This design comes from an exercise in tuning for small area on the open sky130 flow, not from production work.
Function was checked by simulation only, so behaviour that the tests miss may differ from the original.

## flow/design.v

```verilog
module pe_fa (input a, input b, input c, output s, output co);
    assign s  = a ^ b ^ c;
    assign co = (a & b) | (c & (a ^ b));
endmodule
module pe_ha (input a, input b, output s, output co);
    assign s  = a ^ b;
    assign co = a & b;
endmodule
module pe_nor (input a, input b, output y);
    assign y = ~(a | b);
endmodule
module pe_inc #(parameter W = 1) (input [W-1:0] a, input c, output [W:0] y);
    wire [W:0] k;
    assign k[0] = c;
    genvar b;
    generate for (b = 0; b < W; b = b + 1) begin : g_b
        pe_ha u_ha (.a(a[b]), .b(k[b]), .s(y[b]), .co(k[b+1]));
    end endgenerate
    assign y[W] = k[W];
endmodule
module PE #(
    parameter LAST = 0,      
    parameter CW   = 0,      
    parameter CWO  = 1       
    )
    (
    input               clk,
    input               rst_n,
    input  [7:0]        ifmap_n_i,
    input  [7:0]        weight_n_i,
    input  [31+CW:0]    psum_i,
    input               ifmap_en_i,
    input               weight_en_i,
    input               psum_en_i,
    output [7:0]        ifmap_n_o,
    output [7:0]        weight_n_o,
    output [15:0]       lo_o,
    output [15:0]       hi_o,
    output [CWO-1:0]    cnt_o,
    output              c_o,
    output              weight_en_o,
    output              psum_en_o
    );
    reg  [7:0]     ifmap_n_r;
    reg  [7:0]     xc_n_r;
    reg  [7:0]     weight_n_r;
    reg  [31+CW:0] psum_r;
    reg            weight_en_r;
    reg            psum_en_r;
    always @(posedge clk, negedge rst_n) begin
        if (!rst_n) begin
            weight_en_r <= 1'b0;
            psum_en_r   <= 1'b0;
        end else begin
            weight_en_r <= weight_en_i;
            psum_en_r   <= psum_en_i;
        end
    end
    always @(posedge clk, negedge rst_n) begin
        if (!rst_n)
            ifmap_n_r <= 8'hff;
        else if (ifmap_en_i)
            ifmap_n_r <= ifmap_n_i;
    end
    always @(posedge clk, negedge rst_n) begin
        if (!rst_n)
            xc_n_r <= 8'hff;
        else if (weight_en_i)
            xc_n_r <= ifmap_n_r;
    end
    generate if (LAST) begin : g_last
        always @(posedge clk, negedge rst_n) begin
            if (!rst_n) begin
                weight_n_r <= 8'hff;
                psum_r     <= {(32+CW){1'b0}};
            end else begin
                if (weight_en_i) weight_n_r <= weight_n_i;
                if (psum_en_i)   psum_r     <= psum_i;
            end
        end
    end else begin : g_mid
        always @(posedge clk) begin
            if (weight_en_i) weight_n_r <= weight_n_i;
            if (psum_en_i)   psum_r     <= psum_i;
        end
    end endgenerate
    wire [15:0] lo;
    wire        c;
    generate if (LAST) begin : g_mf
        pe_mac_fast u_mac (.xn(xc_n_r), .wn(weight_n_r), .s(psum_r[15:0]), .lo(lo), .c(c));
    end else begin : g_m
        pe_mac u_mac (.xn(xc_n_r), .wn(weight_n_r), .s(psum_r[15:0]), .lo(lo), .c(c));
    end endgenerate
    assign ifmap_n_o   = ifmap_n_r;
    assign weight_n_o  = weight_n_r;
    assign lo_o        = lo;
    assign hi_o        = psum_r[31:16];
    assign c_o         = c;
    assign weight_en_o = weight_en_r;
    assign psum_en_o   = psum_en_r;
    generate if (LAST) begin : g_cl
        assign cnt_o = psum_r[31+CW:32];
    end else if (CW == 0) begin : g_c0
        assign cnt_o = c;
    end else begin : g_cn
        wire [CW:0] y;
        pe_inc #(.W(CW)) u_inc (.a(psum_r[31+CW:32]), .c(c), .y(y));
        assign cnt_o = y[CWO-1:0];
    end endgenerate
endmodule
module pe_mac (
    input  [7:0]  xn,
    input  [7:0]  wn,
    input  [15:0] s,
    output [15:0] lo,
    output        c
);
    wire [63:0] pp;
    genvar i, j;
    generate for (i = 0; i < 8; i = i + 1) begin : g_i
        for (j = 0; j < 8; j = j + 1) begin : g_j
            pe_nor u_pp (.a(xn[i]), .b(wn[j]), .y(pp[i*8+j]));
        end
    end endgenerate
    wire t1;
    wire t2;
    wire t3;
    wire t4;
    wire t5;
    wire t6;
    wire t7;
    wire t8;
    wire t9;
    wire t10;
    wire t11;
    wire t12;
    wire t13;
    wire t14;
    wire t15;
    wire t16;
    wire t17;
    wire t18;
    wire t19;
    wire t20;
    wire t21;
    wire t22;
    wire t23;
    wire t24;
    wire t25;
    wire t26;
    wire t27;
    wire t28;
    wire t29;
    wire t30;
    wire t31;
    wire t32;
    wire t33;
    wire t34;
    wire t35;
    wire t36;
    wire t37;
    wire t38;
    wire t39;
    wire t40;
    wire t41;
    wire t42;
    wire t43;
    wire t44;
    wire t45;
    wire t46;
    wire t47;
    wire t48;
    wire t49;
    wire t50;
    wire t51;
    wire t52;
    wire t53;
    wire t54;
    wire t55;
    wire t56;
    wire t57;
    wire t58;
    wire t59;
    wire t60;
    wire t61;
    wire t62;
    wire t63;
    wire t64;
    wire t65;
    wire t66;
    wire t67;
    wire t68;
    wire t69;
    wire t70;
    wire t71;
    wire t72;
    wire t73;
    wire t74;
    wire t75;
    wire t76;
    wire t77;
    wire t78;
    wire t79;
    wire t80;
    wire t81;
    wire t82;
    wire t83;
    wire t84;
    wire t85;
    wire t86;
    wire t87;
    wire t88;
    wire t89;
    wire t90;
    wire t91;
    wire t92;
    wire t93;
    wire t94;
    wire t95;
    wire t96;
    wire t97;
    wire t98;
    wire t99;
    wire t100;
    wire t101;
    wire t102;
    wire t103;
    wire t104;
    wire t105;
    wire t106;
    wire t107;
    wire t108;
    wire t109;
    wire t110;
    wire t111;
    wire t112;
    wire t113;
    wire t114;
    wire t115;
    wire t116;
    wire t117;
    wire t118;
    wire t119;
    wire t120;
    wire t121;
    wire t122;
    wire t123;
    wire t124;
    wire t125;
    wire t126;
    wire t127;
    wire t128;
    wire t129;
    wire t130;
    wire t131;
    wire t132;
    wire t133;
    wire t134;
    wire t135;
    wire t136;
    wire t137;
    wire t138;
    wire t139;
    wire t140;
    wire t141;
    wire t142;
    wire t143;
    wire t144;
    pe_ha h1 (.a(s[0]), .b(pp[0]), .s(t1), .co(t2));
    pe_fa f1 (.a(s[1]), .b(pp[1]), .c(pp[8]), .s(t3), .co(t4));
    pe_ha h2 (.a(t2), .b(t3), .s(t5), .co(t6));
    pe_fa f2 (.a(s[2]), .b(pp[16]), .c(pp[2]), .s(t7), .co(t8));
    pe_fa f3 (.a(pp[9]), .b(t4), .c(t7), .s(t9), .co(t10));
    pe_ha h3 (.a(t6), .b(t9), .s(t11), .co(t12));
    pe_fa f4 (.a(s[3]), .b(pp[10]), .c(pp[17]), .s(t13), .co(t14));
    pe_fa f5 (.a(pp[24]), .b(pp[3]), .c(t8), .s(t15), .co(t16));
    pe_fa f6 (.a(t13), .b(t10), .c(t15), .s(t17), .co(t18));
    pe_ha h4 (.a(t12), .b(t17), .s(t19), .co(t20));
    pe_fa f7 (.a(s[4]), .b(pp[11]), .c(pp[18]), .s(t21), .co(t22));
    pe_fa f8 (.a(pp[25]), .b(pp[32]), .c(pp[4]), .s(t23), .co(t24));
    pe_fa f9 (.a(t14), .b(t21), .c(t23), .s(t25), .co(t26));
    pe_fa f10 (.a(t16), .b(t25), .c(t18), .s(t27), .co(t28));
    pe_ha h5 (.a(t20), .b(t27), .s(t29), .co(t30));
    pe_fa f11 (.a(s[5]), .b(pp[12]), .c(pp[19]), .s(t31), .co(t32));
    pe_fa f12 (.a(pp[26]), .b(pp[33]), .c(pp[40]), .s(t33), .co(t34));
    pe_fa f13 (.a(pp[5]), .b(t22), .c(t24), .s(t35), .co(t36));
    pe_fa f14 (.a(t31), .b(t33), .c(t26), .s(t37), .co(t38));
    pe_fa f15 (.a(t35), .b(t37), .c(t28), .s(t39), .co(t40));
    pe_ha h6 (.a(t30), .b(t39), .s(t41), .co(t42));
    pe_fa f16 (.a(s[6]), .b(pp[13]), .c(pp[20]), .s(t43), .co(t44));
    pe_fa f17 (.a(pp[27]), .b(pp[34]), .c(pp[41]), .s(t45), .co(t46));
    pe_fa f18 (.a(pp[48]), .b(pp[6]), .c(t32), .s(t47), .co(t48));
    pe_fa f19 (.a(t34), .b(t43), .c(t45), .s(t49), .co(t50));
    pe_fa f20 (.a(t36), .b(t47), .c(t49), .s(t51), .co(t52));
    pe_fa f21 (.a(t38), .b(t51), .c(t40), .s(t53), .co(t54));
    pe_ha h7 (.a(t42), .b(t53), .s(t55), .co(t56));
    pe_fa f22 (.a(s[7]), .b(pp[14]), .c(pp[21]), .s(t57), .co(t58));
    pe_fa f23 (.a(pp[28]), .b(pp[35]), .c(pp[42]), .s(t59), .co(t60));
    pe_fa f24 (.a(pp[49]), .b(pp[56]), .c(pp[7]), .s(t61), .co(t62));
    pe_fa f25 (.a(t44), .b(t46), .c(t57), .s(t63), .co(t64));
    pe_fa f26 (.a(t59), .b(t61), .c(t48), .s(t65), .co(t66));
    pe_fa f27 (.a(t50), .b(t63), .c(t65), .s(t67), .co(t68));
    pe_fa f28 (.a(t52), .b(t67), .c(t54), .s(t69), .co(t70));
    pe_ha h8 (.a(t56), .b(t69), .s(t71), .co(t72));
    pe_fa f29 (.a(s[8]), .b(pp[15]), .c(pp[22]), .s(t73), .co(t74));
    pe_fa f30 (.a(pp[29]), .b(pp[36]), .c(pp[43]), .s(t75), .co(t76));
    pe_fa f31 (.a(pp[50]), .b(pp[57]), .c(t58), .s(t77), .co(t78));
    pe_fa f32 (.a(t60), .b(t62), .c(t73), .s(t79), .co(t80));
    pe_fa f33 (.a(t75), .b(t64), .c(t77), .s(t81), .co(t82));
    pe_fa f34 (.a(t79), .b(t66), .c(t81), .s(t83), .co(t84));
    pe_fa f35 (.a(t68), .b(t83), .c(t70), .s(t85), .co(t86));
    pe_ha h9 (.a(t72), .b(t85), .s(t87), .co(t88));
    pe_fa f36 (.a(s[9]), .b(pp[23]), .c(pp[30]), .s(t89), .co(t90));
    pe_fa f37 (.a(pp[37]), .b(pp[44]), .c(pp[51]), .s(t91), .co(t92));
    pe_fa f38 (.a(pp[58]), .b(t74), .c(t76), .s(t93), .co(t94));
    pe_fa f39 (.a(t89), .b(t91), .c(t78), .s(t95), .co(t96));
    pe_fa f40 (.a(t80), .b(t93), .c(t82), .s(t97), .co(t98));
    pe_fa f41 (.a(t95), .b(t97), .c(t84), .s(t99), .co(t100));
    pe_fa f42 (.a(t99), .b(t86), .c(t88), .s(t101), .co(t102));
    pe_fa f43 (.a(s[10]), .b(pp[31]), .c(pp[38]), .s(t103), .co(t104));
    pe_fa f44 (.a(pp[45]), .b(pp[52]), .c(pp[59]), .s(t105), .co(t106));
    pe_fa f45 (.a(t90), .b(t92), .c(t103), .s(t107), .co(t108));
    pe_fa f46 (.a(t105), .b(t94), .c(t107), .s(t109), .co(t110));
    pe_fa f47 (.a(t96), .b(t109), .c(t98), .s(t111), .co(t112));
    pe_fa f48 (.a(t100), .b(t111), .c(t102), .s(t113), .co(t114));
    pe_fa f49 (.a(s[11]), .b(pp[39]), .c(pp[46]), .s(t115), .co(t116));
    pe_fa f50 (.a(pp[53]), .b(pp[60]), .c(t104), .s(t117), .co(t118));
    pe_fa f51 (.a(t106), .b(t115), .c(t108), .s(t119), .co(t120));
    pe_fa f52 (.a(t117), .b(t119), .c(t110), .s(t121), .co(t122));
    pe_fa f53 (.a(t121), .b(t112), .c(t114), .s(t123), .co(t124));
    pe_fa f54 (.a(s[12]), .b(pp[47]), .c(pp[54]), .s(t125), .co(t126));
    pe_fa f55 (.a(pp[61]), .b(t116), .c(t125), .s(t127), .co(t128));
    pe_fa f56 (.a(t118), .b(t127), .c(t120), .s(t129), .co(t130));
    pe_fa f57 (.a(t129), .b(t122), .c(t124), .s(t131), .co(t132));
    pe_fa f58 (.a(s[13]), .b(pp[55]), .c(pp[62]), .s(t133), .co(t134));
    pe_fa f59 (.a(t126), .b(t133), .c(t128), .s(t135), .co(t136));
    pe_fa f60 (.a(t135), .b(t130), .c(t132), .s(t137), .co(t138));
    pe_fa f61 (.a(s[14]), .b(pp[63]), .c(t134), .s(t139), .co(t140));
    pe_fa f62 (.a(t139), .b(t136), .c(t138), .s(t141), .co(t142));
    pe_fa f63 (.a(s[15]), .b(t140), .c(t142), .s(t143), .co(t144));
    assign lo[0] = t1;
    assign lo[1] = t5;
    assign lo[2] = t11;
    assign lo[3] = t19;
    assign lo[4] = t29;
    assign lo[5] = t41;
    assign lo[6] = t55;
    assign lo[7] = t71;
    assign lo[8] = t87;
    assign lo[9] = t101;
    assign lo[10] = t113;
    assign lo[11] = t123;
    assign lo[12] = t131;
    assign lo[13] = t137;
    assign lo[14] = t141;
    assign lo[15] = t143;
    assign c = t144;
endmodule
module pe_mac_fast (
    input  [7:0]  xn,
    input  [7:0]  wn,
    input  [15:0] s,
    output [15:0] lo,
    output        c
);
    wire [63:0] pp;
    genvar i, j;
    generate for (i = 0; i < 8; i = i + 1) begin : g_i
        for (j = 0; j < 8; j = j + 1) begin : g_j
            pe_nor u_pp (.a(xn[i]), .b(wn[j]), .y(pp[i*8+j]));
        end
    end endgenerate
    wire t1;
    wire t2;
    wire t3;
    wire t4;
    wire t5;
    wire t6;
    wire t7;
    wire t8;
    wire t9;
    wire t10;
    wire t11;
    wire t12;
    wire t13;
    wire t14;
    wire t15;
    wire t16;
    wire t17;
    wire t18;
    wire t19;
    wire t20;
    wire t21;
    wire t22;
    wire t23;
    wire t24;
    wire t25;
    wire t26;
    wire t27;
    wire t28;
    wire t29;
    wire t30;
    wire t31;
    wire t32;
    wire t33;
    wire t34;
    wire t35;
    wire t36;
    wire t37;
    wire t38;
    wire t39;
    wire t40;
    wire t41;
    wire t42;
    wire t43;
    wire t44;
    wire t45;
    wire t46;
    wire t47;
    wire t48;
    wire t49;
    wire t50;
    wire t51;
    wire t52;
    wire t53;
    wire t54;
    wire t55;
    wire t56;
    wire t57;
    wire t58;
    wire t59;
    wire t60;
    wire t61;
    wire t62;
    wire t63;
    wire t64;
    wire t65;
    wire t66;
    wire t67;
    wire t68;
    wire t69;
    wire t70;
    wire t71;
    wire t72;
    wire t73;
    wire t74;
    wire t75;
    wire t76;
    wire t77;
    wire t78;
    wire t79;
    wire t80;
    wire t81;
    wire t82;
    wire t83;
    wire t84;
    wire t85;
    wire t86;
    wire t87;
    wire t88;
    wire t89;
    wire t90;
    wire t91;
    wire t92;
    wire t93;
    wire t94;
    wire t95;
    wire t96;
    wire t97;
    wire t98;
    wire t99;
    wire t100;
    wire t101;
    wire t102;
    wire t103;
    wire t104;
    wire t105;
    wire t106;
    wire t107;
    wire t108;
    wire t109;
    wire t110;
    wire t111;
    wire t112;
    wire t113;
    wire t114;
    wire t115;
    wire t116;
    wire t117;
    wire t118;
    wire t119;
    wire t120;
    wire t121;
    wire t122;
    wire t123;
    wire t124;
    wire t125;
    wire t126;
    wire t127;
    wire t128;
    wire t129;
    wire t130;
    wire t131;
    wire t132;
    wire t133;
    wire t134;
    wire t135;
    wire t136;
    wire t137;
    wire t138;
    wire t139;
    wire t140;
    wire t141;
    wire t142;
    wire t143;
    wire t144;
    wire t145;
    wire t146;
    wire t147;
    wire t148;
    wire t149;
    wire t150;
    pe_fa f1 (.a(s[1]), .b(pp[1]), .c(pp[8]), .s(t1), .co(t2));
    pe_fa f2 (.a(s[2]), .b(pp[16]), .c(pp[2]), .s(t3), .co(t4));
    pe_fa f3 (.a(pp[9]), .b(t2), .c(t3), .s(t5), .co(t6));
    pe_fa f4 (.a(s[3]), .b(pp[10]), .c(pp[17]), .s(t7), .co(t8));
    pe_fa f5 (.a(pp[24]), .b(pp[3]), .c(t4), .s(t9), .co(t10));
    pe_fa f6 (.a(t7), .b(t6), .c(t9), .s(t11), .co(t12));
    pe_fa f7 (.a(s[4]), .b(pp[11]), .c(pp[18]), .s(t13), .co(t14));
    pe_fa f8 (.a(pp[25]), .b(pp[32]), .c(pp[4]), .s(t15), .co(t16));
    pe_fa f9 (.a(t8), .b(t13), .c(t15), .s(t17), .co(t18));
    pe_fa f10 (.a(t10), .b(t17), .c(t12), .s(t19), .co(t20));
    pe_fa f11 (.a(s[5]), .b(pp[12]), .c(pp[19]), .s(t21), .co(t22));
    pe_fa f12 (.a(pp[26]), .b(pp[33]), .c(pp[40]), .s(t23), .co(t24));
    pe_fa f13 (.a(pp[5]), .b(t14), .c(t16), .s(t25), .co(t26));
    pe_fa f14 (.a(t21), .b(t23), .c(t18), .s(t27), .co(t28));
    pe_fa f15 (.a(t25), .b(t27), .c(t20), .s(t29), .co(t30));
    pe_fa f16 (.a(s[6]), .b(pp[13]), .c(pp[20]), .s(t31), .co(t32));
    pe_fa f17 (.a(pp[27]), .b(pp[34]), .c(pp[41]), .s(t33), .co(t34));
    pe_fa f18 (.a(pp[48]), .b(pp[6]), .c(t22), .s(t35), .co(t36));
    pe_fa f19 (.a(t24), .b(t31), .c(t33), .s(t37), .co(t38));
    pe_fa f20 (.a(t26), .b(t35), .c(t37), .s(t39), .co(t40));
    pe_fa f21 (.a(t28), .b(t39), .c(t30), .s(t41), .co(t42));
    pe_fa f22 (.a(s[7]), .b(pp[14]), .c(pp[21]), .s(t43), .co(t44));
    pe_fa f23 (.a(pp[28]), .b(pp[35]), .c(pp[42]), .s(t45), .co(t46));
    pe_fa f24 (.a(pp[49]), .b(pp[56]), .c(pp[7]), .s(t47), .co(t48));
    pe_fa f25 (.a(t32), .b(t34), .c(t43), .s(t49), .co(t50));
    pe_fa f26 (.a(t45), .b(t47), .c(t36), .s(t51), .co(t52));
    pe_fa f27 (.a(t38), .b(t49), .c(t51), .s(t53), .co(t54));
    pe_fa f28 (.a(t40), .b(t53), .c(t42), .s(t55), .co(t56));
    pe_fa f29 (.a(s[8]), .b(pp[15]), .c(pp[22]), .s(t57), .co(t58));
    pe_fa f30 (.a(pp[29]), .b(pp[36]), .c(pp[43]), .s(t59), .co(t60));
    pe_fa f31 (.a(pp[50]), .b(pp[57]), .c(t44), .s(t61), .co(t62));
    pe_fa f32 (.a(t46), .b(t48), .c(t57), .s(t63), .co(t64));
    pe_fa f33 (.a(t59), .b(t50), .c(t61), .s(t65), .co(t66));
    pe_fa f34 (.a(t63), .b(t52), .c(t65), .s(t67), .co(t68));
    pe_fa f35 (.a(t54), .b(t67), .c(t56), .s(t69), .co(t70));
    pe_fa f36 (.a(s[9]), .b(pp[23]), .c(pp[30]), .s(t71), .co(t72));
    pe_fa f37 (.a(pp[37]), .b(pp[44]), .c(pp[51]), .s(t73), .co(t74));
    pe_fa f38 (.a(pp[58]), .b(t58), .c(t60), .s(t75), .co(t76));
    pe_fa f39 (.a(t71), .b(t73), .c(t62), .s(t77), .co(t78));
    pe_fa f40 (.a(t64), .b(t75), .c(t66), .s(t79), .co(t80));
    pe_fa f41 (.a(t77), .b(t79), .c(t68), .s(t81), .co(t82));
    pe_fa f42 (.a(s[10]), .b(pp[31]), .c(pp[38]), .s(t83), .co(t84));
    pe_fa f43 (.a(pp[45]), .b(pp[52]), .c(pp[59]), .s(t85), .co(t86));
    pe_fa f44 (.a(t72), .b(t74), .c(t83), .s(t87), .co(t88));
    pe_fa f45 (.a(t85), .b(t76), .c(t87), .s(t89), .co(t90));
    pe_fa f46 (.a(t78), .b(t89), .c(t80), .s(t91), .co(t92));
    pe_fa f47 (.a(s[11]), .b(pp[39]), .c(pp[46]), .s(t93), .co(t94));
    pe_fa f48 (.a(pp[53]), .b(pp[60]), .c(t84), .s(t95), .co(t96));
    pe_fa f49 (.a(t86), .b(t93), .c(t88), .s(t97), .co(t98));
    pe_fa f50 (.a(t95), .b(t97), .c(t90), .s(t99), .co(t100));
    pe_fa f51 (.a(s[12]), .b(pp[47]), .c(pp[54]), .s(t101), .co(t102));
    pe_fa f52 (.a(pp[61]), .b(t94), .c(t101), .s(t103), .co(t104));
    pe_fa f53 (.a(t96), .b(t103), .c(t98), .s(t105), .co(t106));
    pe_fa f54 (.a(s[13]), .b(pp[55]), .c(pp[62]), .s(t107), .co(t108));
    pe_fa f55 (.a(t102), .b(t107), .c(t104), .s(t109), .co(t110));
    pe_fa f56 (.a(s[14]), .b(pp[63]), .c(t108), .s(t111), .co(t112));
    pe_ha h1 (.a(pp[0]), .b(s[0]), .s(t113), .co(t114));
    pe_ha h2 (.a(t1), .b(t114), .s(t115), .co(t116));
    pe_ha h3 (.a(t5), .b(t116), .s(t117), .co(t118));
    pe_ha h4 (.a(t11), .b(t118), .s(t119), .co(t120));
    pe_ha h5 (.a(t19), .b(t120), .s(t121), .co(t122));
    pe_ha h6 (.a(t29), .b(t122), .s(t123), .co(t124));
    pe_ha h7 (.a(t70), .b(t81), .s(t125), .co(t126));
    pe_fa f57 (.a(t82), .b(t91), .c(t126), .s(t127), .co(t128));
    pe_ha h8 (.a(t92), .b(t99), .s(t135), .co(t136));
    pe_fa f58 (.a(t100), .b(t105), .c(t136), .s(t137), .co(t138));
    pe_fa f59 (.a(t106), .b(t109), .c(t138), .s(t139), .co(t140));
    pe_fa f60 (.a(t110), .b(t111), .c(t140), .s(t141), .co(t142));
    pe_fa f61 (.a(s[15]), .b(t112), .c(t142), .s(t143), .co(t144));
    assign lo[0] = t113;
    assign lo[1] = t115;
    assign lo[2] = t117;
    assign lo[3] = t119;
    assign lo[4] = t121;
    assign lo[5] = t123;
    assign lo[6] = t41 ^ (t124 & 1'b1);
    assign t129 = t41;
    assign lo[7] = t55 ^ (t124 & t129);
    assign t130 = t129 & t55;
    assign lo[8] = t69 ^ (t124 & t130);
    assign t131 = t130 & t69;
    assign lo[9] = t125 ^ (t124 & t131);
    assign t132 = t131 & t125;
    assign lo[10] = t127 ^ (t124 & t132);
    assign t133 = t132 & t127;
    assign t134 = t128 | (t124 & t133);
    assign lo[11] = t135 ^ (t134 & 1'b1);
    assign t145 = t135;
    assign lo[12] = t137 ^ (t134 & t145);
    assign t146 = t145 & t137;
    assign lo[13] = t139 ^ (t134 & t146);
    assign t147 = t146 & t139;
    assign lo[14] = t141 ^ (t134 & t147);
    assign t148 = t147 & t141;
    assign lo[15] = t143 ^ (t134 & t148);
    assign t149 = t148 & t143;
    assign t150 = t144 | (t134 & t149);
    assign c = t150;
endmodule
module pe_chain (
    input         clk,
    input         rst_n,
    input  [7:0]  ifmap_i,
    input  [7:0]  weight_i,
    input  [31:0] psum_i,
    input         ifmap_en_i,
    input         weight_en_i,
    input         psum_en_i,
    output [7:0]  ifmap_o,
    output [7:0]  weight_o,
    output [31:0] psum_o,
    output        weight_en_o,
    output        psum_en_o
    );
    wire [7:0] if_w  [0:16];
    wire [7:0] w_w   [0:16];
    wire       wen_w [0:16];
    wire       pen_w [0:16];
    assign if_w[0]  = ~ifmap_i;
    assign w_w[0]   = ~weight_i;
    assign wen_w[0] = weight_en_i;
    assign pen_w[0] = psum_en_i;
    wire [15:0] lo0, hi0;
    wire [0:0] cnt0;
    wire        c0;
    PE #(.LAST(0), .CW(0), .CWO(1)) u_pe0 (
        .clk(clk), .rst_n(rst_n),
        .ifmap_n_i(if_w[0]), .weight_n_i(w_w[0]), .psum_i(psum_i),
        .ifmap_en_i(ifmap_en_i), .weight_en_i(wen_w[0]), .psum_en_i(pen_w[0]),
        .ifmap_n_o(if_w[1]), .weight_n_o(w_w[1]), .lo_o(lo0), .hi_o(hi0), .cnt_o(cnt0), .c_o(c0),
        .weight_en_o(wen_w[1]), .psum_en_o(pen_w[1]));
    wire [15:0] lo1, hi1;
    wire [1:0] cnt1;
    wire        c1;
    PE #(.LAST(0), .CW(1), .CWO(2)) u_pe1 (
        .clk(clk), .rst_n(rst_n),
        .ifmap_n_i(if_w[1]), .weight_n_i(w_w[1]), .psum_i({cnt0[0:0], hi0, lo0}),
        .ifmap_en_i(ifmap_en_i), .weight_en_i(wen_w[1]), .psum_en_i(pen_w[1]),
        .ifmap_n_o(if_w[2]), .weight_n_o(w_w[2]), .lo_o(lo1), .hi_o(hi1), .cnt_o(cnt1), .c_o(c1),
        .weight_en_o(wen_w[2]), .psum_en_o(pen_w[2]));
    wire [15:0] lo2, hi2;
    wire [1:0] cnt2;
    wire        c2;
    PE #(.LAST(0), .CW(2), .CWO(2)) u_pe2 (
        .clk(clk), .rst_n(rst_n),
        .ifmap_n_i(if_w[2]), .weight_n_i(w_w[2]), .psum_i({cnt1[1:0], hi1, lo1}),
        .ifmap_en_i(ifmap_en_i), .weight_en_i(wen_w[2]), .psum_en_i(pen_w[2]),
        .ifmap_n_o(if_w[3]), .weight_n_o(w_w[3]), .lo_o(lo2), .hi_o(hi2), .cnt_o(cnt2), .c_o(c2),
        .weight_en_o(wen_w[3]), .psum_en_o(pen_w[3]));
    wire [15:0] lo3, hi3;
    wire [2:0] cnt3;
    wire        c3;
    PE #(.LAST(0), .CW(2), .CWO(3)) u_pe3 (
        .clk(clk), .rst_n(rst_n),
        .ifmap_n_i(if_w[3]), .weight_n_i(w_w[3]), .psum_i({cnt2[1:0], hi2, lo2}),
        .ifmap_en_i(ifmap_en_i), .weight_en_i(wen_w[3]), .psum_en_i(pen_w[3]),
        .ifmap_n_o(if_w[4]), .weight_n_o(w_w[4]), .lo_o(lo3), .hi_o(hi3), .cnt_o(cnt3), .c_o(c3),
        .weight_en_o(wen_w[4]), .psum_en_o(pen_w[4]));
    wire [15:0] lo4, hi4;
    wire [2:0] cnt4;
    wire        c4;
    PE #(.LAST(0), .CW(3), .CWO(3)) u_pe4 (
        .clk(clk), .rst_n(rst_n),
        .ifmap_n_i(if_w[4]), .weight_n_i(w_w[4]), .psum_i({cnt3[2:0], hi3, lo3}),
        .ifmap_en_i(ifmap_en_i), .weight_en_i(wen_w[4]), .psum_en_i(pen_w[4]),
        .ifmap_n_o(if_w[5]), .weight_n_o(w_w[5]), .lo_o(lo4), .hi_o(hi4), .cnt_o(cnt4), .c_o(c4),
        .weight_en_o(wen_w[5]), .psum_en_o(pen_w[5]));
    wire [15:0] lo5, hi5;
    wire [2:0] cnt5;
    wire        c5;
    PE #(.LAST(0), .CW(3), .CWO(3)) u_pe5 (
        .clk(clk), .rst_n(rst_n),
        .ifmap_n_i(if_w[5]), .weight_n_i(w_w[5]), .psum_i({cnt4[2:0], hi4, lo4}),
        .ifmap_en_i(ifmap_en_i), .weight_en_i(wen_w[5]), .psum_en_i(pen_w[5]),
        .ifmap_n_o(if_w[6]), .weight_n_o(w_w[6]), .lo_o(lo5), .hi_o(hi5), .cnt_o(cnt5), .c_o(c5),
        .weight_en_o(wen_w[6]), .psum_en_o(pen_w[6]));
    wire [15:0] lo6, hi6;
    wire [2:0] cnt6;
    wire        c6;
    PE #(.LAST(0), .CW(3), .CWO(3)) u_pe6 (
        .clk(clk), .rst_n(rst_n),
        .ifmap_n_i(if_w[6]), .weight_n_i(w_w[6]), .psum_i({cnt5[2:0], hi5, lo5}),
        .ifmap_en_i(ifmap_en_i), .weight_en_i(wen_w[6]), .psum_en_i(pen_w[6]),
        .ifmap_n_o(if_w[7]), .weight_n_o(w_w[7]), .lo_o(lo6), .hi_o(hi6), .cnt_o(cnt6), .c_o(c6),
        .weight_en_o(wen_w[7]), .psum_en_o(pen_w[7]));
    wire [15:0] lo7, hi7;
    wire [3:0] cnt7;
    wire        c7;
    PE #(.LAST(0), .CW(3), .CWO(4)) u_pe7 (
        .clk(clk), .rst_n(rst_n),
        .ifmap_n_i(if_w[7]), .weight_n_i(w_w[7]), .psum_i({cnt6[2:0], hi6, lo6}),
        .ifmap_en_i(ifmap_en_i), .weight_en_i(wen_w[7]), .psum_en_i(pen_w[7]),
        .ifmap_n_o(if_w[8]), .weight_n_o(w_w[8]), .lo_o(lo7), .hi_o(hi7), .cnt_o(cnt7), .c_o(c7),
        .weight_en_o(wen_w[8]), .psum_en_o(pen_w[8]));
    wire [15:0] lo8, hi8;
    wire [3:0] cnt8;
    wire        c8;
    PE #(.LAST(0), .CW(4), .CWO(4)) u_pe8 (
        .clk(clk), .rst_n(rst_n),
        .ifmap_n_i(if_w[8]), .weight_n_i(w_w[8]), .psum_i({cnt7[3:0], hi7, lo7}),
        .ifmap_en_i(ifmap_en_i), .weight_en_i(wen_w[8]), .psum_en_i(pen_w[8]),
        .ifmap_n_o(if_w[9]), .weight_n_o(w_w[9]), .lo_o(lo8), .hi_o(hi8), .cnt_o(cnt8), .c_o(c8),
        .weight_en_o(wen_w[9]), .psum_en_o(pen_w[9]));
    wire [15:0] lo9, hi9;
    wire [3:0] cnt9;
    wire        c9;
    PE #(.LAST(0), .CW(4), .CWO(4)) u_pe9 (
        .clk(clk), .rst_n(rst_n),
        .ifmap_n_i(if_w[9]), .weight_n_i(w_w[9]), .psum_i({cnt8[3:0], hi8, lo8}),
        .ifmap_en_i(ifmap_en_i), .weight_en_i(wen_w[9]), .psum_en_i(pen_w[9]),
        .ifmap_n_o(if_w[10]), .weight_n_o(w_w[10]), .lo_o(lo9), .hi_o(hi9), .cnt_o(cnt9), .c_o(c9),
        .weight_en_o(wen_w[10]), .psum_en_o(pen_w[10]));
    wire [15:0] lo10, hi10;
    wire [3:0] cnt10;
    wire        c10;
    PE #(.LAST(0), .CW(4), .CWO(4)) u_pe10 (
        .clk(clk), .rst_n(rst_n),
        .ifmap_n_i(if_w[10]), .weight_n_i(w_w[10]), .psum_i({cnt9[3:0], hi9, lo9}),
        .ifmap_en_i(ifmap_en_i), .weight_en_i(wen_w[10]), .psum_en_i(pen_w[10]),
        .ifmap_n_o(if_w[11]), .weight_n_o(w_w[11]), .lo_o(lo10), .hi_o(hi10), .cnt_o(cnt10), .c_o(c10),
        .weight_en_o(wen_w[11]), .psum_en_o(pen_w[11]));
    wire [15:0] lo11, hi11;
    wire [3:0] cnt11;
    wire        c11;
    PE #(.LAST(0), .CW(4), .CWO(4)) u_pe11 (
        .clk(clk), .rst_n(rst_n),
        .ifmap_n_i(if_w[11]), .weight_n_i(w_w[11]), .psum_i({cnt10[3:0], hi10, lo10}),
        .ifmap_en_i(ifmap_en_i), .weight_en_i(wen_w[11]), .psum_en_i(pen_w[11]),
        .ifmap_n_o(if_w[12]), .weight_n_o(w_w[12]), .lo_o(lo11), .hi_o(hi11), .cnt_o(cnt11), .c_o(c11),
        .weight_en_o(wen_w[12]), .psum_en_o(pen_w[12]));
    wire [15:0] lo12, hi12;
    wire [3:0] cnt12;
    wire        c12;
    PE #(.LAST(0), .CW(4), .CWO(4)) u_pe12 (
        .clk(clk), .rst_n(rst_n),
        .ifmap_n_i(if_w[12]), .weight_n_i(w_w[12]), .psum_i({cnt11[3:0], hi11, lo11}),
        .ifmap_en_i(ifmap_en_i), .weight_en_i(wen_w[12]), .psum_en_i(pen_w[12]),
        .ifmap_n_o(if_w[13]), .weight_n_o(w_w[13]), .lo_o(lo12), .hi_o(hi12), .cnt_o(cnt12), .c_o(c12),
        .weight_en_o(wen_w[13]), .psum_en_o(pen_w[13]));
    wire [15:0] lo13, hi13;
    wire [3:0] cnt13;
    wire        c13;
    PE #(.LAST(0), .CW(4), .CWO(4)) u_pe13 (
        .clk(clk), .rst_n(rst_n),
        .ifmap_n_i(if_w[13]), .weight_n_i(w_w[13]), .psum_i({cnt12[3:0], hi12, lo12}),
        .ifmap_en_i(ifmap_en_i), .weight_en_i(wen_w[13]), .psum_en_i(pen_w[13]),
        .ifmap_n_o(if_w[14]), .weight_n_o(w_w[14]), .lo_o(lo13), .hi_o(hi13), .cnt_o(cnt13), .c_o(c13),
        .weight_en_o(wen_w[14]), .psum_en_o(pen_w[14]));
    wire [15:0] lo14, hi14;
    wire [3:0] cnt14;
    wire        c14;
    PE #(.LAST(0), .CW(4), .CWO(4)) u_pe14 (
        .clk(clk), .rst_n(rst_n),
        .ifmap_n_i(if_w[14]), .weight_n_i(w_w[14]), .psum_i({cnt13[3:0], hi13, lo13}),
        .ifmap_en_i(ifmap_en_i), .weight_en_i(wen_w[14]), .psum_en_i(pen_w[14]),
        .ifmap_n_o(if_w[15]), .weight_n_o(w_w[15]), .lo_o(lo14), .hi_o(hi14), .cnt_o(cnt14), .c_o(c14),
        .weight_en_o(wen_w[15]), .psum_en_o(pen_w[15]));
    wire [15:0] lo15, hi15;
    wire [3:0] cnt15;
    wire        c15;
    PE #(.LAST(1), .CW(4), .CWO(4)) u_pe15 (
        .clk(clk), .rst_n(rst_n),
        .ifmap_n_i(if_w[15]), .weight_n_i(w_w[15]), .psum_i({cnt14[3:0], hi14, lo14}),
        .ifmap_en_i(ifmap_en_i), .weight_en_i(wen_w[15]), .psum_en_i(pen_w[15]),
        .ifmap_n_o(if_w[16]), .weight_n_o(w_w[16]), .lo_o(lo15), .hi_o(hi15), .cnt_o(cnt15), .c_o(c15),
        .weight_en_o(wen_w[16]), .psum_en_o(pen_w[16]));
    assign ifmap_o     = ~if_w[16];
    assign weight_o    = ~w_w[16];
    assign weight_en_o = wen_w[16];
    assign psum_en_o   = pen_w[16];
    wire [3:0] cin15 = cnt15;
    assign psum_o[15:0] = lo15;
    wire t1;
    wire t2;
    wire t3;
    wire t4;
    wire t5;
    wire t6;
    wire t7;
    wire t8;
    wire t9;
    wire t10;
    wire t11;
    wire t12;
    wire t13;
    wire t14;
    wire t15;
    wire t16;
    wire t17;
    wire t18;
    wire t19;
    wire t20;
    wire t21;
    wire t22;
    wire t23;
    wire t24;
    wire t25;
    wire t26;
    wire t27;
    wire t28;
    wire t29;
    wire t30;
    wire t31;
    wire t32;
    pe_ha h1 (.a(cin15[0]), .b(hi15[0]), .s(t1), .co(t2));
    pe_fa f1 (.a(cin15[1]), .b(hi15[1]), .c(t2), .s(t3), .co(t4));
    pe_fa f2 (.a(cin15[2]), .b(hi15[2]), .c(t4), .s(t5), .co(t6));
    pe_fa f3 (.a(cin15[3]), .b(hi15[3]), .c(t6), .s(t7), .co(t8));
    pe_ha h2 (.a(hi15[4]), .b(t8), .s(t9), .co(t10));
    pe_ha h3 (.a(hi15[5]), .b(t10), .s(t11), .co(t12));
    pe_ha h4 (.a(hi15[6]), .b(t12), .s(t13), .co(t14));
    pe_ha h5 (.a(hi15[7]), .b(t14), .s(t15), .co(t16));
    pe_ha h6 (.a(hi15[8]), .b(t16), .s(t17), .co(t18));
    pe_ha h7 (.a(hi15[9]), .b(t18), .s(t19), .co(t20));
    pe_ha h8 (.a(hi15[10]), .b(t20), .s(t21), .co(t22));
    pe_ha h9 (.a(hi15[11]), .b(t22), .s(t23), .co(t24));
    pe_ha h10 (.a(hi15[12]), .b(t24), .s(t25), .co(t26));
    pe_ha h11 (.a(hi15[13]), .b(t26), .s(t27), .co(t28));
    pe_ha h12 (.a(hi15[14]), .b(t28), .s(t29), .co(t30));
    pe_ha h13 (.a(hi15[15]), .b(t30), .s(t31), .co(t32));
    wire [15:0] t = {t31, t29, t27, t25, t23, t21, t19, t17, t15, t13, t11, t9, t7, t5, t3, t1};
    wire [15:0] p;        
    assign p[0] = 1'b1;
    genvar b;
    generate for (b = 1; b < 16; b = b + 1) begin : g_p
        assign p[b] = p[b-1] & t[b-1];
    end endgenerate
    assign psum_o[31:16] = t ^ ({16{c15}} & p);
endmodule
```

## flow/flow/run.sh

```bash
#!/bin/bash
# The standard layout, with two changes:
# * the datapath's small cells (pe_fa, pe_ha, pe_nor in rtl/PE.v) are mapped
#   straight onto sky130 cells in the synthesis canonicalize step
#   (flow/premap.tcl); registers are synthesized exactly as in the standard flow;
# * clock tree synthesis uses small clock buffers and no dummy loads.
set -euo pipefail
export SYNTH_CANONICALIZE_TCL="$PWD/flow/premap.tcl"
P=sky130_fd_sc_hd__
export CTS_ARGS="-sink_clustering_enable -repair_clock_nets -dont_use_dummy_load -buf_list ${P}clkbuf_2 -root_buf ${P}clkbuf_8 -sink_clustering_size 10"
bash standard.sh > standard.log 2>&1
```

## flow/flow/premap.tcl

```tcl
# Run in ORFS's synthesis canonicalize step (SYNTH_CANONICALIZE_TCL), after
# hierarchy: the datapath's small cells become library cells before synthesis.
techmap -map [file dirname [info script]]/premap.v
```

## flow/flow/premap.v

```verilog
// Maps the datapath's small cells (rtl/PE.v) straight onto library cells.
(* techmap_celltype = "pe_fa" *)
module _map_pe_fa (input a, input b, input c, output s, output co);
    sky130_fd_sc_hd__fa_1 _TECHMAP_REPLACE_ (.A(a), .B(b), .CIN(c), .SUM(s), .COUT(co));
endmodule

(* techmap_celltype = "pe_ha" *)
module _map_pe_ha (input a, input b, output s, output co);
    sky130_fd_sc_hd__ha_1 _TECHMAP_REPLACE_ (.A(a), .B(b), .SUM(s), .COUT(co));
endmodule

(* techmap_celltype = "pe_nor" *)
module _map_pe_nor (input a, input b, output y);
    sky130_fd_sc_hd__nor2_1 _TECHMAP_REPLACE_ (.A(a), .B(b), .Y(y));
endmodule
```

## flow/standard.sh

```bash
#!/bin/bash
# synth_recipe.tcl (not shown) runs the flow's synth.tcl, then flattens the netlist and writes it again
# the make line also repeats each setting of config.mk as NAME=value (left out here)
make -C /OpenROAD-flow-scripts/flow DESIGN_CONFIG=/design/flow/config.mk WORK_HOME=/design/flow/orfs CLKGATE_MAP_FILE= SYNTH_SCRIPT=/design/flow/synth_recipe.tcl "${@:-finish}"
```

## flow/config.mk

```make
export PLATFORM = sky130hd
export DESIGN_NAME = pe_chain
export DESIGN_NICKNAME = pe_chain
export VERILOG_FILES = /design/flow/design.v
export SDC_FILE = /design/flow/constraint.sdc
export NUM_CORES = 4
export LEC_CHECK = 0
export CAP_MARGIN = 20
export CORE_MARGIN = 2
export CORE_UTILIZATION = 40
export SLEW_MARGIN = 20
```

## flow/constraint.sdc

```tcl
create_clock -name core_clock -period 10.0 [get_ports {clk}]
set_input_delay 2.0000 -clock core_clock [delete_from_list [all_inputs] [get_ports {clk}]]
set_output_delay 2.0000 -clock core_clock [all_outputs]
set_load 0.01 [all_outputs]
```

==> results of run 1 <==
[cell families (layout without fill, tap and decap cells)]
kind of cell	after synthesis	after routing	synth area share (%)
fa+ha+maj	1213	1213	38.8
simple gates	1081	1081	7.04
flops	977	977	47.7
mux	277	277	5.32
buf+inv	72	423	0.508
compound gates	25	25	0.273
xor+xnor	23	23	0.343
other cells	0	7	0
[metrics by stage]
| step | TNS (ns) |
|---|---|
| after CTS | 0 |
| after detailed placement | 0 |
| final | 0 |
| after global placement | 0 |
| after floorplan | 0 |
| after global routing | -0.00780 |
[path summary, 6_finish.rpt]
kind,start,end,cells after the start
setup / recovery,u_pe15.xc_n_r[2],psum_o[17],17
hold / removal,u_pe0.psum_r[17],u_pe1.psum_r[17],0
setup reg to reg,u_pe14.weight_n_r[0],u_pe15.psum_r[35],22
hold reg to reg,u_pe0.psum_r[17],u_pe1.psum_r[17],0
max in group asynchronous,rst_n,u_pe7.weight_en_r,2
min in group asynchronous,rst_n,u_pe15.psum_r[31],1
[layer usage]
metal  GRT usage, %  vias to the layer above  wire, µm
li1               -                    13000         -
met4           6.74                        0      3860
met5              0                        -         0
met1           22.0                    16000     49600
met2           25.3                      661     55600
met3           2.82                      232      4460
[state kept, by name, summed over array words and instances (netlist names), 32 cells and up]
signal and flops:
u_pe10.psum_r 36, u_pe11.psum_r 36, u_pe12.psum_r 36, u_pe13.psum_r 36, u_pe14.psum_r 36, u_pe15.psum_r 36, u_pe8.psum_r 36, u_pe9.psum_r 36
u_pe4.psum_r 35, u_pe5.psum_r 35, u_pe6.psum_r 35, u_pe7.psum_r 35, u_pe2.psum_r 34, u_pe3.psum_r 34, u_pe1.psum_r 33, u_pe0.psum_r 32
[cell usage in the layout, fill, tap and decap left out, types with 2 or more instances in the layout]
| cell type | instances |
|---|---|
| sky130_fd_sc_hd__a21oi_1 | 7 |
| sky130_fd_sc_hd__and2_1 | 2 |
| sky130_fd_sc_hd__and3_1 | 3 |
| sky130_fd_sc_hd__buf_4 | 16 |
| sky130_fd_sc_hd__clkbuf_2 | 244 |
| sky130_fd_sc_hd__clkbuf_8 | 33 |
| sky130_fd_sc_hd__clkdlybuf4s50_1 | 99 |
| sky130_fd_sc_hd__dfrtp_1 | 66 |
| sky130_fd_sc_hd__dfrtp_2 | 2 |
| sky130_fd_sc_hd__dfstp_2 | 264 |
| sky130_fd_sc_hd__diode_2 | 7 |
| sky130_fd_sc_hd__edfxtp_1 | 645 |
| sky130_fd_sc_hd__fa_1 | 1009 |
| sky130_fd_sc_hd__ha_1 | 204 |
| sky130_fd_sc_hd__inv_1 | 26 |
| sky130_fd_sc_hd__mux2_2 | 276 |
| sky130_fd_sc_hd__nand2_1 | 21 |
| sky130_fd_sc_hd__nand3_1 | 6 |
| sky130_fd_sc_hd__nand4_1 | 6 |
| sky130_fd_sc_hd__nor2_1 | 1031 |
| sky130_fd_sc_hd__nor3_1 | 8 |
| sky130_fd_sc_hd__o21ai_0 | 16 |
| sky130_fd_sc_hd__xnor2_1 | 10 |
| sky130_fd_sc_hd__xor2_1 | 13 |
[cell type report]
cell class | instances | area [µm²] | share of cell area [%]
antenna | 7 | 17.5 | 0.0275
clock buffer | 277 | 1680 | 2.63
inverter | 27 | 101 | 0.159
multi-input combinational | 2619 | 30400 | 47.6
sequential | 977 | 28000 | 44.0
tap | 1917 | 2400 | 3.76
timing repair buffer | 119 | 1160 | 1.82
==> load_flow_metrics.sql, run 1 <==
INSERT INTO impl_metrics (metric_group, metric, value, unit) VALUES
('cts', 'clk_pin_slew', '0.09', 'ns'),
('place', 'dp.cells', '5659', ''),
('place', 'placement.cell_area', '0.0620', 'mm²'),
('critical_path', 'crit_family', 'adder cells', ''),
('drt', 'vias_per_cell', '5.02', ''),
('timing', 'max_freq', '0.104', 'GHz'),
('place', 'detailedPlace.worstSlack', '1.20', 'ns'),
('global_routing', 'first_global_vias', '34500', ''),
('cts', 'clock-sinks', '977', ''),
('global_routing', 'largest_net_degree_at_the_start_of_global_routing', '148', ''),
('logic_synthesis', 'synth_top_cells_by_area', 'sky130_fd_sc_hd__fa_1 (34%), sky130_fd_sc_hd__edfxtp_1 (33%), sky130_fd_sc_hd__dfstp_2 (12%)', ''),
('floorplan', 'start_util', '40.3', '%'),
('drt', 'post_drt_wl_per_cell', '19.1', 'µm'),
('critical_path', 'worst-r2r-setup-slack', '1.48', 'ns'),
('logic_synthesis', 'synth-main-ff-cell', 'sky130_fd_sc_hd__edfxtp_1', ''),
('cts', 'cts_tree', 'yes', ''),
('floorplan', 'design.core.area', '0.146', 'mm²'),
('final_layout', 'nets', '5287', ''),
('logic_synthesis', 'netlist.area_leader.share', '34.4', '%'),
('timing', 'final_period_minus_worst_setup_slack', '9.64', 'ns'),
('logic_synthesis', 'netlist_top_cells_count', 'sky130_fd_sc_hd__nor2_1 (1,031), sky130_fd_sc_hd__fa_1 (1,009), sky130_fd_sc_hd__edfxtp_1 (645)', ''),
('run_status', 'result_of_the_run', 'finished clean', ''),
('cts', 'numCtsBuffers', '277', ''),
('global_routing', 'grt_antenna_before_repair', '3', ''),
('final_layout', 'final_layout_size_suffix_gt1_share', '21.1', '%'),
('critical_path', 'crit_path_start_kind', 'register', ''),
('final_layout', 'finish.instance_area', '0.0637', 'mm²'),
('critical_path', 'cp_num_buf_inv', '2', ''),
('cts', 'cts_resized', '0', ''),
('run', 'maxCapViolations', '0', ''),
('drt', 'totalWireLength', '114', 'mm'),
('logic_synthesis', 'synth_nets', '4934', ''),
('logic_synthesis', 'post_synth_inst_count', '3668', ''),
('drt', 'detail_route.iter0.violations', '1652', ''),
('cts', 'cts_root_buffer', 'sky130_fd_sc_hd__clkbuf_8', ''),
('timing', 'clock-skew-final', '0.0914', 'ns'),
('cts', 'cts_post_setup_buffers_inserted', '0', ''),
('logic_synthesis', 'synth_area', '0.0587', 'mm²'),
('critical_path', 'cells_along_the_critical_path', 'nor2_1, fa_1, fa_1, fa_1, fa_1, fa_1, fa_1, fa_1, fa_1, ha_1, fa_1, a31o_4, a41oi_4, inv_2, ha_1, xor2_1, clkdlybuf4s50_1', ''),
('drt', 'drc', '0', ''),
('timing', 'slew_viol_final', '0', ''),
('floorplan', 'chipHeight', '387', 'µm'),
('cts', 'htree_levels', '5', ''),
('final_layout', 'finalCoreUtilization', '43.8', '%'),
('global_routing', 'grt.total_usage', '16.0', '%'),
('critical_path', 'cp.required', '8.00', 'ns'),
('global_routing', 'globalRoute.totalOverflow', '0', ''),
('critical_path', 'cp_slowest_stage_delay', '0.64', 'ns'),
('cts', 'insertion_delay', '0.93', 'ns'),
('logic_synthesis', 'async_reset_ff_share', '34.0', '%'),
('logic_synthesis', 'synth_edf_count', '645', ''),
('logic_synthesis', 'post_synthesis_average_cell_area', '16.0', 'µm²'),
('timing', 'fin_crit_sh', '96.4', '%'),
('timing', 'worst_slew_pin_slew', '1.01', 'ns'),
('critical_path', 'critical_path.most_common_cell', 'sky130_fd_sc_hd__fa_1', ''),
('timing', 'fin_ws', '0.364', 'ns'),
('timing', 'hold-worst-slack', '0.371', 'ns'),
('place', 'globalplace.congestion', '0.812', ''),
('drt', 'dr_total_vias', '29800', ''),
('global_routing', 'grt_pass1_wl', '190', 'mm'),
('logic_synthesis', 'ys_types', '30', ''),
('final_layout', 'final_cell_count_no_fill', '5943', ''),
('cts', 'holdBufCountCts', '0', ''),
('timing', 'number_of_setup_violations_in_the_final_report', '0', ''),
('critical_path', 'critical_path_peak_fanout', '9', ''),
('logic_synthesis', 'synth_most_common_cell', 'sky130_fd_sc_hd__nor2_1', ''),
('final_layout', 'filler_cell_count', '13000', ''),
('logic_synthesis', 'synth.yosys.warnings', '9', '');
==> run 2, diff against run 1 <==
--- a/flow/design.v
+++ b/flow/design.v
@@ -83,3 +83,3 @@
             if (weight_en_i) weight_n_r <= weight_n_i;
-            if (psum_en_i)   psum_r     <= psum_i;
+            psum_r <= psum_i;
         end
==> run 2 against run 1 <==
Still clean on timing, DRC and antenna. Via count down 4.8%. Register-to-register slack better by 0.37 ns. Critical path depth unchanged. Worst hold slack got worse by 0.069 ns. Sequential share of layout area shrank 4.8 points. Synthesized area down 9.0%. Final cell count shrank 2.7%. Global-route usage shrank 0.16 points. Synthesized cell count stayed put. Largest cell class unchanged. Highest routed layer is now met5.
==> load_flow_metrics.sql, run 2 <==
INSERT INTO impl_metrics (metric_group, metric, value, unit) VALUES
('run_status', 'result_of_the_run', 'finished clean', ''),
('drt', 'totalWireLength', '99.9', 'mm'),
('final_layout', 'filler_cell_count', '12100', ''),
('floorplan', 'die_area', '0.136', 'mm²'),
('final_layout', 'final_common_cell', 'sky130_fd_sc_hd__nor2_1', ''),
('critical_path', 'rr_startpoint', 'u_pe14.xc_n_r[2]', ''),
('critical_path', 'cells_along_the_critical_path', 'nor2_1, fa_1, fa_1, fa_1, fa_1, fa_1, fa_1, fa_1, fa_1, ha_1, fa_1, a31o_4, a41oi_4, inv_2, ha_1, xor2_1, clkdlybuf4s50_1', ''),
('cts', 'insertion_delay', '0.87', 'ns'),
('cts', 'cts_post_setup_buffers_inserted', '0', ''),
('cts', 'cts_tree', 'yes', ''),
('place', 'globalplace.congestion', '0.845', ''),
('global_routing', 'globalRoute.totalOverflow', '0', ''),
('drt', 'dr_total_vias', '28400', ''),
('critical_path', 'crit_path_start_kind', 'register', ''),
('logic_synthesis', 'synth.yosys.warnings', '9', ''),
('critical_path', 'crit_family', 'adder cells', ''),
('drt', 'post_drt_wl_per_cell', '17.3', 'µm'),
('logic_synthesis', 'post_synth_inst_count', '3668', ''),
('timing', 'max_freq', '0.107', 'GHz'),
('logic_synthesis', 'post_synthesis_average_cell_area', '14.6', 'µm²'),
('cts', 'htree_levels', '5', ''),
('final_layout', 'multi_input_combinational_cell_area', '0.0304', 'mm²'),
('critical_path', 'crit_path_start', 'u_pe15.xc_n_r[2]', ''),
('global_routing', 'grt_pass1_wl', '172', 'mm'),
('logic_synthesis', 'yosysSeqAreaShare', '42.6', '%'),
('cts', 'cts_root_buffer', 'sky130_fd_sc_hd__clkbuf_8', ''),
('timing', 'final_period_minus_worst_setup_slack', '9.32', 'ns'),
('cts', 'clk_pin_slew', '0.09', 'ns'),
('global_routing', 'first_global_vias', '33300', ''),
('final_layout', 'final_cell_count_no_fill', '5780', ''),
('run', 'maxCapViolations', '0', ''),
('logic_synthesis', 'synth_area', '0.0534', 'mm²'),
('critical_path', 'critical_path_peak_fanout', '9', ''),
('logic_synthesis', 'async_reset_ff_share', '34.0', '%'),
('min_path', 'hold_path.startpoint', 'u_pe12.psum_r[21]', ''),
('timing', 'fin_crit_sh', '93.2', '%'),
('global_routing', 'grt.total_usage', '15.9', '%'),
('cts', 'cts.path.max_buffers', '4', ''),
('logic_synthesis', 'ys_types', '31', ''),
('logic_synthesis', 'netlist.area_leader.share', '37.8', '%'),
('timing', 'tns', '0', 'ns'),
('floorplan', 'chipHeight', '369', 'µm'),
('timing', 'number_of_setup_violations_in_the_final_report', '0', ''),
('logic_synthesis', 'synth_top_cells_by_area', 'sky130_fd_sc_hd__fa_1 (38%), sky130_fd_sc_hd__dfxtp_1 (20%), sky130_fd_sc_hd__dfstp_2 (13%)', ''),
('floorplan', 'start_util', '40.2', '%'),
('logic_synthesis', 'synth_area_leader_cell', 'sky130_fd_sc_hd__fa_1', ''),
('timing', 'clock-skew-final', '0.0783', 'ns'),
('timing', 'worst_slew_pin_slew', '1.04', 'ns'),
('critical_path', 'critical_path.most_common_cell', 'sky130_fd_sc_hd__fa_1', ''),
('final_layout', 'final_layout_size_suffix_gt1_share', '20.7', '%'),
('cts', 'cts_resized', '0', ''),
('logic_synthesis', 'synth_nets', '4934', ''),
('place', 'dp.cells', '5499', ''),
('logic_synthesis', 'synth-main-ff-cell', 'sky130_fd_sc_hd__dfxtp_1', ''),
('drt', 'detail_route.iter0.violations', '1333', ''),
('final_layout', 'finalCoreUtilization', '43.8', '%'),
('logic_synthesis', 'netlist_top_cells_count', 'sky130_fd_sc_hd__nor2_1 (1,031), sky130_fd_sc_hd__fa_1 (1,009), sky130_fd_sc_hd__dfxtp_1 (525)', ''),
('global_routing', 'largest_net_degree_at_the_start_of_global_routing', '95', ''),
('timing', 'slew_viol_final', '0', ''),
('drt', 'drc', '0', ''),
('cts', 'holdBufCountCts', '0', ''),
('floorplan', 'die_width', '369', 'µm'),
('critical_path', 'cp_slowest_stage_delay', '0.64', 'ns'),
('floorplan', 'design.core.area', '0.133', 'mm²'),
('logic_synthesis', 'synth_edf_count', '120', ''),
('critical_path', 'cp_num_buf_inv', '2', ''),
('cts', 'numCtsBuffers', '276', ''),
('logic_synthesis', 'synth_most_common_cell', 'sky130_fd_sc_hd__nor2_1', '');
run 2: final timing paths:
check / slack (ns) / endpoint / cells after the start
setup / recovery: 0.68 / psum_o[17] / 17
hold / removal: 0.30 / u_pe13.psum_r[21] / 0
setup reg to reg: 1.85 / u_pe15.psum_r[35] / 22
hold reg to reg: 0.30 / u_pe13.psum_r[21] / 0
max in group asynchronous: 6.70 / u_pe7.weight_en_r / 3
min in group asynchronous: 1.24 / u_pe15.psum_r[0] / 1
run 2: cell families after synthesis:
logic type	count (synthesis)	share of synthesized area, %
mux	277	5.84
compound gates	25	0.300
buf+inv	72	0.558
fa+ha+maj	1213	42.6
simple gates	1081	7.73
xor+xnor	23	0.377
flops	977	42.6
run 2: metal layers:
metal  up-vias  track usage (%)  wire [µm]  share of wire, %
li1      12400                -          -                 -
met1     15200             20.3      41600                42
met2       629             26.6      51100                51
met3       189             3.50       4860               4.9
met4         2             5.60       2450               2.4
met5         -                0         18             0.018
run 2: cell type report:
cell class                 count  area share, %
antenna                        5         0.0215
clock buffer                 276           2.87
inverter                      27          0.174
multi-input combinational   2619           52.2
sequential                   977           39.1
tap                         1768           3.80
timing repair buffer         108           1.84
run 2: metrics by stage:
step	area [µm²]	hold WS, ns	setup WS [ns]
CTS	58200	0.298	0.548
finish	58200	0.301	0.676
detailed placement	56500	0.312	1.50
floorplan	53400	0.310	2.16
global placement	56500	0.310	1.55
global route	58200	0.305	0.383

## separate check: timing with driven ports
No port has a modelled driver above. Below, the same layouts with a new extraction and two added sets of constraints.
Step 1 assumes that a clkbuf_16 drives the clock port and a buf_2 every other input.
Step 2 moves the port delays by t, midway between the first and last clock arrival at a register: inputs arrive t later, outputs are due t later. That takes back most of the time a late clock gives input paths.
Slacks: ideal ports / drivers / drivers and shift; pairs: ideal ports / drivers.
run | t (ns) | setup WS [ns] | hold slack, ns | latest minus earliest clock arrival (ns)
run 1 | 0.933 | 0.364 / 0.296 / 1.229 | 0.371 / 0.371 / 0.371 | 0.127 / 0.127
run 2 | 0.873 | 0.676 / 0.611 / 1.484 | 0.301 / 0.301 / 0.301 | 0.117 / 0.117
After both steps every run listed still meets setup and hold.
